From an optimization exercise on the open Yosys and OpenROAD flow, aimed at small area and a short achievable clock period; shortcuts taken in it are not production practice.
In this exercise RTL edits were held to simulation tests only and were not proved equivalent to the original.

Setup of tundra:
Design fmul, start of the top module:
module fmul
  (
   input         clk,
   input         reset,
   input         req,
   input [31:0]  x,
   input [31:0]  y,
   output [31:0] rslt,
   output [4:0]  flag
   );
export LEC_CHECK = 0
export ABC_AREA = 1
export CAP_MARGIN = 20
export CORE_MARGIN = 2
export CORE_UTILIZATION = 45
export SLEW_MARGIN = 20
create_clock -name core_clock -period 11.0 [get_ports {clk}]
standard.sh (not shown) runs the stock make flow with config.mk's settings and CLKGATE_MAP_FILE= SYNTH_SCRIPT=/design/flow/synth_recipe.tcl, a recipe that flattens the netlist after the stock synthesis.
==> flow/flow/run.sh <==
#!/bin/bash
export SETUP_SLACK_MARGIN=${SETUP_SLACK_MARGIN_OVERRIDE:-6.25}
export BUFFER_PORTS_ARGS="-buffer_cell sky130_fd_sc_hd__buf_1"
bash standard.sh > standard_flow.log 2>&1
diff inputs: tundra => onyx
# tundra
export LEC_CHECK = 0
export ABC_AREA = 1
export CAP_MARGIN = 20
export CORE_MARGIN = 2
export CORE_UTILIZATION = 45
export SLEW_MARGIN = 20
create_clock -name core_clock -period 11.0 [get_ports {clk}]
# onyx
export LEC_CHECK = 0
export ABC_AREA = 1
export CAP_MARGIN = 20
export CORE_MARGIN = 2
export CORE_UTILIZATION = 50
export PLACE_DENSITY = 0.85
export SLEW_MARGIN = 20
create_clock -name core_clock -period 11.0 [get_ports {clk}]
[summary]
Via count in onyx vs tundra: up 658. Per the comparison of onyx with tundra, wire length reported by the detailed router lost about 0.9%, final worst slack fell 0.16 ns.
The inputs of yarrow differ from those of onyx as listed below.
# onyx
export LEC_CHECK = 0
export ABC_AREA = 1
export CAP_MARGIN = 20
export CORE_MARGIN = 2
export CORE_UTILIZATION = 50
export PLACE_DENSITY = 0.85
export SLEW_MARGIN = 20
create_clock -name core_clock -period 11.0 [get_ports {clk}]
# yarrow
export LEC_CHECK = 0
export ABC_AREA = 1
export CAP_MARGIN = 20
export CORE_MARGIN = 2
export CORE_UTILIZATION = 50
export SLEW_MARGIN = 20
create_clock -name core_clock -period 11.0 [get_ports {clk}]
-- flow/flow/run.sh --
<<< onyx, line 2
export SETUP_SLACK_MARGIN=${SETUP_SLACK_MARGIN_OVERRIDE:-6.25}
>>> yarrow, line 2
export SETUP_SLACK_MARGIN=${SETUP_SLACK_MARGIN_OVERRIDE:-6}
==> summary.txt <==
- hr[22]$_DFF_P_ as the endpoint of the worst setup timing path was reported by onyx, and hr[21]$_DFF_P_ by yarrow.
- Each of the runs, namely yarrow and onyx, reached the end of the flow and came out clean.
- Post-layout minimum cycle time, yarrow and onyx: smaller value in yarrow
- Diff onyx -> yarrow: final routed wire length divided by cell count did not really move, clock buffer instance count of the final layout decreased by 1 relative to the old numbers.
Relative to yarrow, the following input files were edited for cedar:
# yarrow
export LEC_CHECK = 0
export ABC_AREA = 1
export CAP_MARGIN = 20
export CORE_MARGIN = 2
export CORE_UTILIZATION = 50
export SLEW_MARGIN = 20
create_clock -name core_clock -period 11.0 [get_ports {clk}]
# cedar
export LEC_CHECK = 0
export ABC_AREA = 1
export CAP_MARGIN = 20
export CORE_MARGIN = 2
export CORE_UTILIZATION = 50
export PLACE_DENSITY = 0.92
export SLEW_MARGIN = 20
create_clock -name core_clock -period 11.0 [get_ports {clk}]
-- flow/flow/run.sh --
<<< yarrow, line 2
export SETUP_SLACK_MARGIN=${SETUP_SLACK_MARGIN_OVERRIDE:-6}
>>> cedar, line 2
export SETUP_SLACK_MARGIN=${SETUP_SLACK_MARGIN_OVERRIDE:-6.25}
Results
Compared to yarrow, cedar reaches a lower achievable clock. Comparing fraction of area in non-clock buffers for yarrow and cedar, the bigger number came from cedar.

---

fmul again, from the RTL that the note above started with.
export LEC_CHECK = 0
export ABC_AREA = 1
export CAP_MARGIN = 20
export CORE_MARGIN = 2
export CORE_UTILIZATION = 50
export SLEW_MARGIN = 20
create_clock -name core_clock -period 11.0 [get_ports {clk}]
==> flow/flow/run.sh <==
#!/bin/bash
export SETUP_SLACK_MARGIN=${SETUP_SLACK_MARGIN_OVERRIDE:-6.5}
bash standard.sh > standard_flow.log 2>&1
The baseline produced a clean layout.
Next try:
==> flow/flow/run.sh (replaced) <==
#!/bin/bash
export SETUP_SLACK_MARGIN=${SETUP_SLACK_MARGIN_OVERRIDE:-6.25}
export BUFFER_PORTS_ARGS="-buffer_cell sky130_fd_sc_hd__buf_1"
bash standard.sh > standard_flow.log 2>&1
Result:
- clock skew went down by 0.0094 ns
- sequential share of layout area went up by 1.5 points
- setup slack is worse by 0.031 ns
- design area went down by 9.6%
- register-to-register slack is worse by 0.03 ns
- via count went down by 2.4%
- non-clock buffer count went down by 47
- count of clock-buffer cells in the layout is unchanged
- global-route usage went down by 0.90 points
Next try:
==> flow/flow/run.sh (replaced) <==
#!/bin/bash
export SETUP_SLACK_MARGIN=${SETUP_SLACK_MARGIN_OVERRIDE:-6}
export BUFFER_PORTS_ARGS="-buffer_cell sky130_fd_sc_hd__buf_1"
bash standard.sh > standard_flow.log 2>&1
Settings changed: CORE_UTILIZATION 50 to 60.
Worst setup slack is worse by 0.17 ns.
First-iteration DRC count came out higher by a little under a tenth.
Synthesized area is unchanged.
Register-to-register slack gets worse by 0.15 ns.
Routed wire length falls by a few percent.
Non-clock buffer count is lower by 20.

---

## P
Starting RTL as in the previous note.
clock: 11.0 ns
lec_check: 0
abc_area: 1
cap_margin: 20
core_margin: 2
core_utilization: 50
slew_margin: 20
==> flow/flow/run.sh <==
#!/bin/bash
export SETUP_SLACK_MARGIN=${SETUP_SLACK_MARGIN_OVERRIDE:-5.75}
export BUFFER_PORTS_ARGS="-buffer_cell sky130_fd_sc_hd__buf_1"
bash standard.sh > standard_flow.log 2>&1
Setup changes, P to Q
==> flow/flow/run.sh <==
#!/bin/bash
export SETUP_SLACK_MARGIN=${SETUP_SLACK_MARGIN_OVERRIDE:-6.5}
export BUFFER_PORTS_ARGS="-buffer_cell sky130_fd_sc_hd__buf_1"
bash standard.sh > standard_flow.log 2>&1
--- outcome ---
- Q closes out successfully: all stages finished, all timing, DRC and antenna checks passed.
- Number of clock buffers in the layout of Q is on par with P.
- Compared with P, in Q data arrival time at the worst-slack endpoint went down; detail-routed via count per cell +0.099; setup slack now sits higher; average wire length per cell after detail routing went up by about 4.3%; design area shows an increase of about 11%.
- Between P and Q, the flow reports total length of routed wires increasing by a little under 10%.
Relative to Q, the following input files were edited for R:
==> flow/flow/run.sh <==
#!/bin/bash
export SETUP_SLACK_MARGIN=${SETUP_SLACK_MARGIN_OVERRIDE:-6.25}
export BUFFER_PORTS_ARGS="-buffer_cell sky130_fd_sc_hd__buf_1"
bash standard.sh > standard_flow.log 2>&1
-- flow/config.mk --
<<< Q, line 10
export CORE_MARGIN = 2
export CORE_UTILIZATION = 50
export SLEW_MARGIN = 20
>>> R, line 10
export CORE_MARGIN = 2
export CORE_UTILIZATION = 50
export PLACE_DENSITY = 0.75
export SLEW_MARGIN = 20
Notes after the runs:
Cmp R vs Q: headroom to the max-slew limit higher in R. Core utilization: R lower than Q. Cmp R and Q / share of the clock period used by the worst path / higher: R.
Setup changes, R to S
==> flow/flow/run.sh <==
#!/bin/bash
export SETUP_SLACK_MARGIN=${SETUP_SLACK_MARGIN_OVERRIDE:-6}
export BUFFER_PORTS_ARGS="-buffer_cell sky130_fd_sc_hd__buf_2"
bash standard.sh > standard_flow.log 2>&1
-- flow/config.mk --
<<< R, line 10
export CORE_MARGIN = 2
export CORE_UTILIZATION = 50
export PLACE_DENSITY = 0.75
export SLEW_MARGIN = 20
>>> S, line 10
export CORE_MARGIN = 2
export CORE_UTILIZATION = 50
export SLEW_MARGIN = 20
--- outcome ---
Higher ratio of final minimum period to clock period was reported by S, not R.
Delta (S minus R): worst setup slack after layout saw a decrease, wire length higher, final cell count saw little to no change, layout net count now sits at about the same level.
Critical path depth down 4.8% in S wrt R
The maximum clock rate of S falls short of that of R by about 4.6%.

---

Setup of run A:
The RTL this note starts from:
==> flow/design.v <==
module fmul
  (
   input         clk,
   input         reset,
   input         req,
   input [31:0]  x,
   input [31:0]  y,
   output [31:0] rslt,
   output [4:0]  flag
   );
   reg [3:0]     st;             
   always @(posedge clk)
     st <= req ? 4'b0001 : {st[2:0], 1'b0};
   wire          xz = (x[30:23] == 8'h00);
   wire          yz = (y[30:23] == 8'h00);
   wire [23:0]   fx = {~xz, x[22:0]};
   wire [23:0]   fy = {~yz, y[22:0]};
   wire          g1 = st[0] & ~req;
   wire          g2 = st[1] & ~req;
   wire [8:0]    grp = g1 ? fx[15:7] : g2 ? fx[23:15] : {fx[7:0], 1'b0};
   reg [3:0]     bneg, bone, btwo;
   reg           xt;             
   integer       k;
   always @(posedge clk) begin
      for (k = 0; k < 4; k = k + 1) begin
         bneg[k] <= grp[2*k+2] & ~(grp[2*k+1] & grp[2*k]);
         bone[k] <= grp[2*k+1] ^ grp[2*k];
         btwo[k] <= (grp[2*k+2] & ~grp[2*k+1] & ~grp[2*k]) | (~grp[2*k+2] & grp[2*k+1] & grp[2*k]);
      end
      xt <= fx[23];
   end
   reg [23:0]    yr;             
   reg [24:0]    hr;             
   reg [23:0]    lr;             
   wire [24:0]   y2 = {yr, 1'b0};
   wire [24:0]   y1 = {1'b0, yr};
   wire [24:0]   pp0 = ((y1 & {25{bone[0]}}) | (y2 & {25{btwo[0]}})) ^ {25{bneg[0]}};
   wire [24:0]   pp1 = ((y1 & {25{bone[1]}}) | (y2 & {25{btwo[1]}})) ^ {25{bneg[1]}};
   wire [24:0]   pp2 = ((y1 & {25{bone[2]}}) | (y2 & {25{btwo[2]}})) ^ {25{bneg[2]}};
   wire [24:0]   pp3 = ((y1 & {25{bone[3]}}) | (y2 & {25{btwo[3]}})) ^ {25{bneg[3]}};
   wire [32:0]   r0 = {7'b1010101, ~bneg[0], pp0};
   wire [32:0]   r1 = {5'h00, ~bneg[1], pp1, 1'b0, bneg[0]};
   wire [32:0]   r2 = {3'h0, ~bneg[2], pp2, 1'b0, bneg[1], 2'b00};
   wire [32:0]   r3 = {1'b0, ~bneg[3], pp3, 1'b0, bneg[2], 4'h0};
   wire [24:0]   hg = hr & {25{~st[0]}};      
   wire [32:0]   rh = {7'h00, ~hg[24], hg[24], hg[23:0]};
   wire [32:0]   rx = {1'b0, yr & {24{xt & st[2]}}, 1'b0, bneg[3], 6'h00};
   function [65:0] csa(input [32:0] a, input [32:0] b, input [32:0] c);
      csa = {a ^ b ^ c, ((a & b) | (a & c) | (b & c)) << 1};
   endfunction
   wire [32:0]   s1, c1, s2, c2, s3, c3, s4, c4;
   assign {s1, c1} = csa(r0, r1, r2);
   assign {s2, c2} = csa(r3, rh, rx);
   assign {s3, c3} = csa(s1, c1, s2);
   assign {s4, c4} = csa(s3, c3, c2);
   wire [32:0]   ap = s4 ^ c4;
   wire [32:0]   ag = s4 & c4;
   reg [32:0]    pg, pp_;
   integer       l, m, j;
   always @(*) begin
      pg = ag; pp_ = ap;
      for (l = 0; l < 6; l = l + 1)
        for (m = 0; m < 33; m = m + 1)
          if ((m >> l) & 1) begin
             j = ((m >> l) << l) - 1;
             pg[m] = pg[m] | (pp_[m] & pg[j]);
             pp_[m] = pp_[m] & pp_[j];
          end
   end
   wire [32:0]   tot = ap ^ {pg[31:0], 1'b0};
   always @(posedge clk) begin
      lr <= {tot[7:0], lr[23:8]};
      hr <= tot[32:8];
   end
   function [4:0] lzc24(input [23:0] v);
      integer i;
      begin
         lzc24 = 5'd24;
         for (i = 0; i < 24; i = i + 1)
           if (v[i]) lzc24 = 5'd23 - i;
      end
   endfunction
   reg [9:0]     er;             
   reg [6:0]     qr;             
   reg           cok, nrmok, flush;
   wire [8:0]    sxy = {1'b0, x[30:23]} + {1'b0, y[30:23]};
   wire [9:0]    sxz = {1'b0, er[8:0]} + {9'h000, ~xt} + {9'h000, ~yr[23]};
   wire [4:0]    lzx = lzc24({1'b0, x[22:0]});
   wire [4:0]    lzy = lzc24({1'b0, y[22:0]});
   wire [4:0]    lz = xz ? lzx : yz ? lzy : 5'd0;
   wire [9:0]    sm = sxz - {5'h00, qr[4:0]};                
   wire [9:0]    e_l1 = sm - 10'd127;                       
   wire          e_ge = ~e_l1[9];                           
   wire [5:0]    shv = e_ge ? 6'd23 - {1'b0, qr[4:0]} : 6'd22 - sxz[5:0];   
   wire [49:0]   v0 = {hr[23:0], lr, 2'b00};
   wire [49:0]   v1 = qr[5] ? {32'h0, v0[49:32]} : v0;
   wire          k1 = qr[5] & (|v0[31:0]);
   wire [41:0]   v2 = qr[4] ? {8'h00, v1[49:16]} : v1[41:0];
   wire          k2 = qr[4] & (|v1[15:0]);
   wire [33:0]   v3 = qr[3] ? v2[41:8] : v2[33:0];
   wire          k3 = qr[3] & (|v2[7:0]);
   wire [29:0]   v4 = qr[2] ? v3[33:4] : v3[29:0];
   wire          k4 = qr[2] & (|v3[3:0]);
   wire [27:0]   v5 = qr[1] ? v4[29:2] : v4[27:0];
   wire          k5 = qr[1] & (|v4[1:0]);
   wire          c = ~(qr[0] ? v5[27] : v5[26]);
   wire          sh = c & cok;
   wire [2:0]    t = {qr[0] & ~sh, qr[0] ^ ~sh, ~qr[0] & sh};    
   wire [25:0]   nw = ({26{t[0]}} & v5[25:0]) | ({26{t[1]}} & v5[26:1]) | ({26{t[2]}} & v5[27:2]);
   wire          stk = k1 | k2 | k3 | k4 | k5 | (~t[0] & v5[0]) | (t[2] & v5[1]);
   wire [22:0]   man = nw[24:2];
   wire          gb = nw[1];
   wire          rb = nw[0];
   wire          rnd = gb & (rb | stk | man[0]);
   wire          inx = gb | rb | stk;
   wire [9:0]    expn = c ? er - 10'd1 : er;     
   wire [7:0]    e8 = nrmok ? expn[7:0] : 8'h00;
   wire          ovf = nrmok & (expn[8:0] >= 9'h0ff);
   wire          xnan = (x[30:23] == 8'hff) & (x[22:0] != 0);
   wire          ynan = (y[30:23] == 8'hff) & (y[22:0] != 0);
   wire          xinf = (x[30:23] == 8'hff) & (x[22:0] == 0);
   wire          yinf = (y[30:23] == 8'hff) & (y[22:0] == 0);
   wire          xsn = xnan & ~x[22];
   wire          ysn = ynan & ~y[22];
   wire          xzero = (x[30:0] == 0);
   wire          yzero = (y[30:0] == 0);
   wire [30:0]   nv = {e8, man};
   wire          all1 = &man;
   wire [30:0]   nr = nv + {30'h0, rnd};
   wire          c23 = rnd & all1;                       
   wire          uf = inx & (e8 == 8'h00) & (~c23 | ~rb);   
   wire          of = c23 & (e8 == 8'hfe);
   reg [31:0]    o_r;
   reg [4:0]     o_f;
   always @(*) begin
      o_r = {x[31] ^ y[31], 31'h0}; o_f = 5'h00;
      if (xnan) begin
         o_r = x | 32'h00400000;
         o_f[4] = xsn | ysn;
      end else if (ynan) begin
         o_r = y | 32'h00400000;
         o_f[4] = ysn;
      end else if ((xinf & yzero) | (yinf & xzero)) begin
         o_r = 32'hffc00000; o_f[4] = 1'b1;
      end else if (xinf | yinf) begin
         o_r[30:0] = 31'h7f800000;
      end else if (xzero | yzero) begin
      end else if (flush) begin
         o_f[1:0] = 2'b11;
      end else if (ovf) begin
         o_r[30:0] = 31'h7f800000; o_f[2] = 1'b1; o_f[0] = 1'b1;
      end else begin
         o_r[30:0] = nr;
         o_f[2:0] = {of, uf, inx};
      end
   end
   always @(posedge clk) begin
      if (req)
        yr <= fy;
      else if (st[3])
        yr <= o_r[23:0];
      if (req)
        er <= {1'b0, sxy};
      else if (st[1])
        er <= sm - 10'd126;
      else if (st[3])
        er <= {2'b00, o_r[31:24]};
      if (st[0])
        qr <= {2'b00, lz};
      else if (st[1])
        qr <= {1'b0, shv};
      else if (st[3])
        qr <= {2'b00, o_f};
      if (st[1]) begin
         cok <= e_ge & (e_l1 != 10'd0);
         nrmok <= e_ge;
         flush <= (sxz[8:0] <= 9'd99);          
      end
   end
   assign rslt = {er[7:0], yr};
   assign flag = qr[4:0];
endmodule
Settings: LEC_CHECK=0, ABC_AREA=1, CAP_MARGIN=20, CORE_MARGIN=2, CORE_UTILIZATION=50, GPL_ROUTABILITY_DRIVEN=0, SLEW_MARGIN=20; clock period 11.0 ns.
==> flow/flow/run.sh <==
#!/bin/bash
export SETUP_SLACK_MARGIN=${SETUP_SLACK_MARGIN_OVERRIDE:-6.25}
export BUFFER_PORTS_ARGS="-buffer_cell sky130_fd_sc_hd__buf_1"
bash standard.sh > standard_flow.log 2>&1
Run A was carried through to the last stage, and its layout satisfied the timing, design-rule and antenna checks.
--- input diff run A..run B ---
- GPL_ROUTABILITY_DRIVEN no longer set, was 0
==> flow/flow/run.sh <==
#!/bin/bash
export SETUP_SLACK_MARGIN=${SETUP_SLACK_MARGIN_OVERRIDE:-6}
bash standard.sh > standard_flow.log 2>&1
==> comparison <==
- The faster design of the two is run A; run B tops out lower.
- [compare] base=run A new=run B: post-placement cell area increased by 3.9% relative to the old numbers, critical path depth has decreased.
- Higher number of antenna repair diodes among run B and run A: run B
- Run A -> run B: cell count decreased slightly
- Comparing run A against run B, there is no change at all in netlist area before placement.
The following lists how run C was set up differently from run B:
- ABC_AREA removed (was 1)
==> flow/flow/run.sh <==
#!/bin/bash
export SETUP_SLACK_MARGIN=${SETUP_SLACK_MARGIN_OVERRIDE:-6.25}
export BUFFER_PORTS_ARGS="-buffer_cell sky130_fd_sc_hd__buf_1"
bash standard.sh > standard_flow.log 2>&1
Findings:
- Higher multi-input logic portion of the cell area goes to run C over run B.
- Cmp run C vs run B: number of vias after detailed routing lower in run C
- Final area in run C vs run B: up 8.3%
- Run B -> run C: maximum clock skew at final layout flat
- Against run B, run C reports a non-clock buffer area fraction after layout that is higher.
- In the reports for run C and run B, the smaller setup slack belongs to run B.
- Sum of net half-perimeters after detailed placement ends up lower on run C.
- Run C ended with more area fraction in compound gates after synthesis than run B.
[inputs] run D vs run C
- setting ABC_AREA to 1 for the first time
==> flow/flow/run.sh <==
#!/bin/bash
set -e
export BUFFER_PORTS_ARGS="-buffer_cell sky130_fd_sc_hd__buf_1"
SETUP_SLACK_MARGIN=5.5 bash standard.sh cts > standard_flow_cts.log 2>&1
SETUP_SLACK_MARGIN=6.25 bash standard.sh finish > standard_flow.log 2>&1
Compared run D vs run C, and layout overhead on the synthesized area is down in run D.
Site row count for run D is lower than for run C.
Against run C, run D comes in 13 points higher on simple-gate portion of the synthesized area.
Run D vs run C, data arrival time of the critical path went down by 0.06 ns.
For the final wirelength, run D came in about 3% lower than run C did.
Between run D and run C, the clock transition at the register clock pins on the worst setup and hold paths after CTS figures differ only marginally.
Run C reports its top metal layer carrying routed signals as met4 while run D reports met5.
Going from run C to run D, total area of multi-input combinational cells saw a decrease, post-synthesis adder-cell area fraction now sits higher.

[separate check: timing with driven ports]
The flow's constraints put no driver on any port. The routed layouts listed below were extracted and timed again, unchanged, in two steps.
Step 1, drivers: a clkbuf_16 drives clk and a buf_2 each remaining input, both assumed.
Step 2 times the ports against the registers' clock, not the clock port: input delays grow and output delays shrink by t, the midpoint of the rising clock arrivals with the driver on.
Slacks: ideal ports / drivers / drivers and shift; pairs: ideal ports / drivers.
run	t (ns)	setup WS [ns]	clock arrival spread, ns	cell pins on the clock port's net
tundra	0.433	6.379 / 6.412 / 5.979	0.022 / 0.022	1
onyx	0.416	6.215 / 6.215 / 6.050	0.030 / 0.029	1
yarrow	0.418	6.289 / 6.289 / 5.881	0.012 / 0.011	1
cedar	0.423	6.070 / 6.070 / 6.070	0.032 / 0.032	1
the first run of note 2	0.426	6.430 / 6.430 / 6.123	0.022 / 0.022	1
the second run of note 2	0.420	6.399 / 6.399 / 6.181	0.013 / 0.013	1
the third run of note 2	0.419	6.229 / 6.219 / 5.800	0.021 / 0.022	1
P	0.417	6.083 / 6.083 / 5.689	0.016 / 0.016	1
Q	0.421	6.482 / 6.482 / 6.288	0.015 / 0.016	1
R	0.420	6.386 / 6.386 / 6.099	0.018 / 0.019	1
S	0.423	6.162 / 6.162 / 5.939	0.018 / 0.017	1
run A	0.421	6.364 / 6.364 / 6.101	0.017 / 0.017	1
run B	0.425	6.072 / 6.072 / 5.874	0.013 / 0.013	1
run C	0.425	6.299 / 6.299 / 6.132	0.015 / 0.015	1
run D	0.420	6.381 / 6.381 / 6.021	0.013 / 0.013	1
After both steps setup and hold are still met in every run listed. The setup slack of the third run of note 2, which loses most, moves by -0.010 ns with the drivers and by -0.429 ns with both steps.
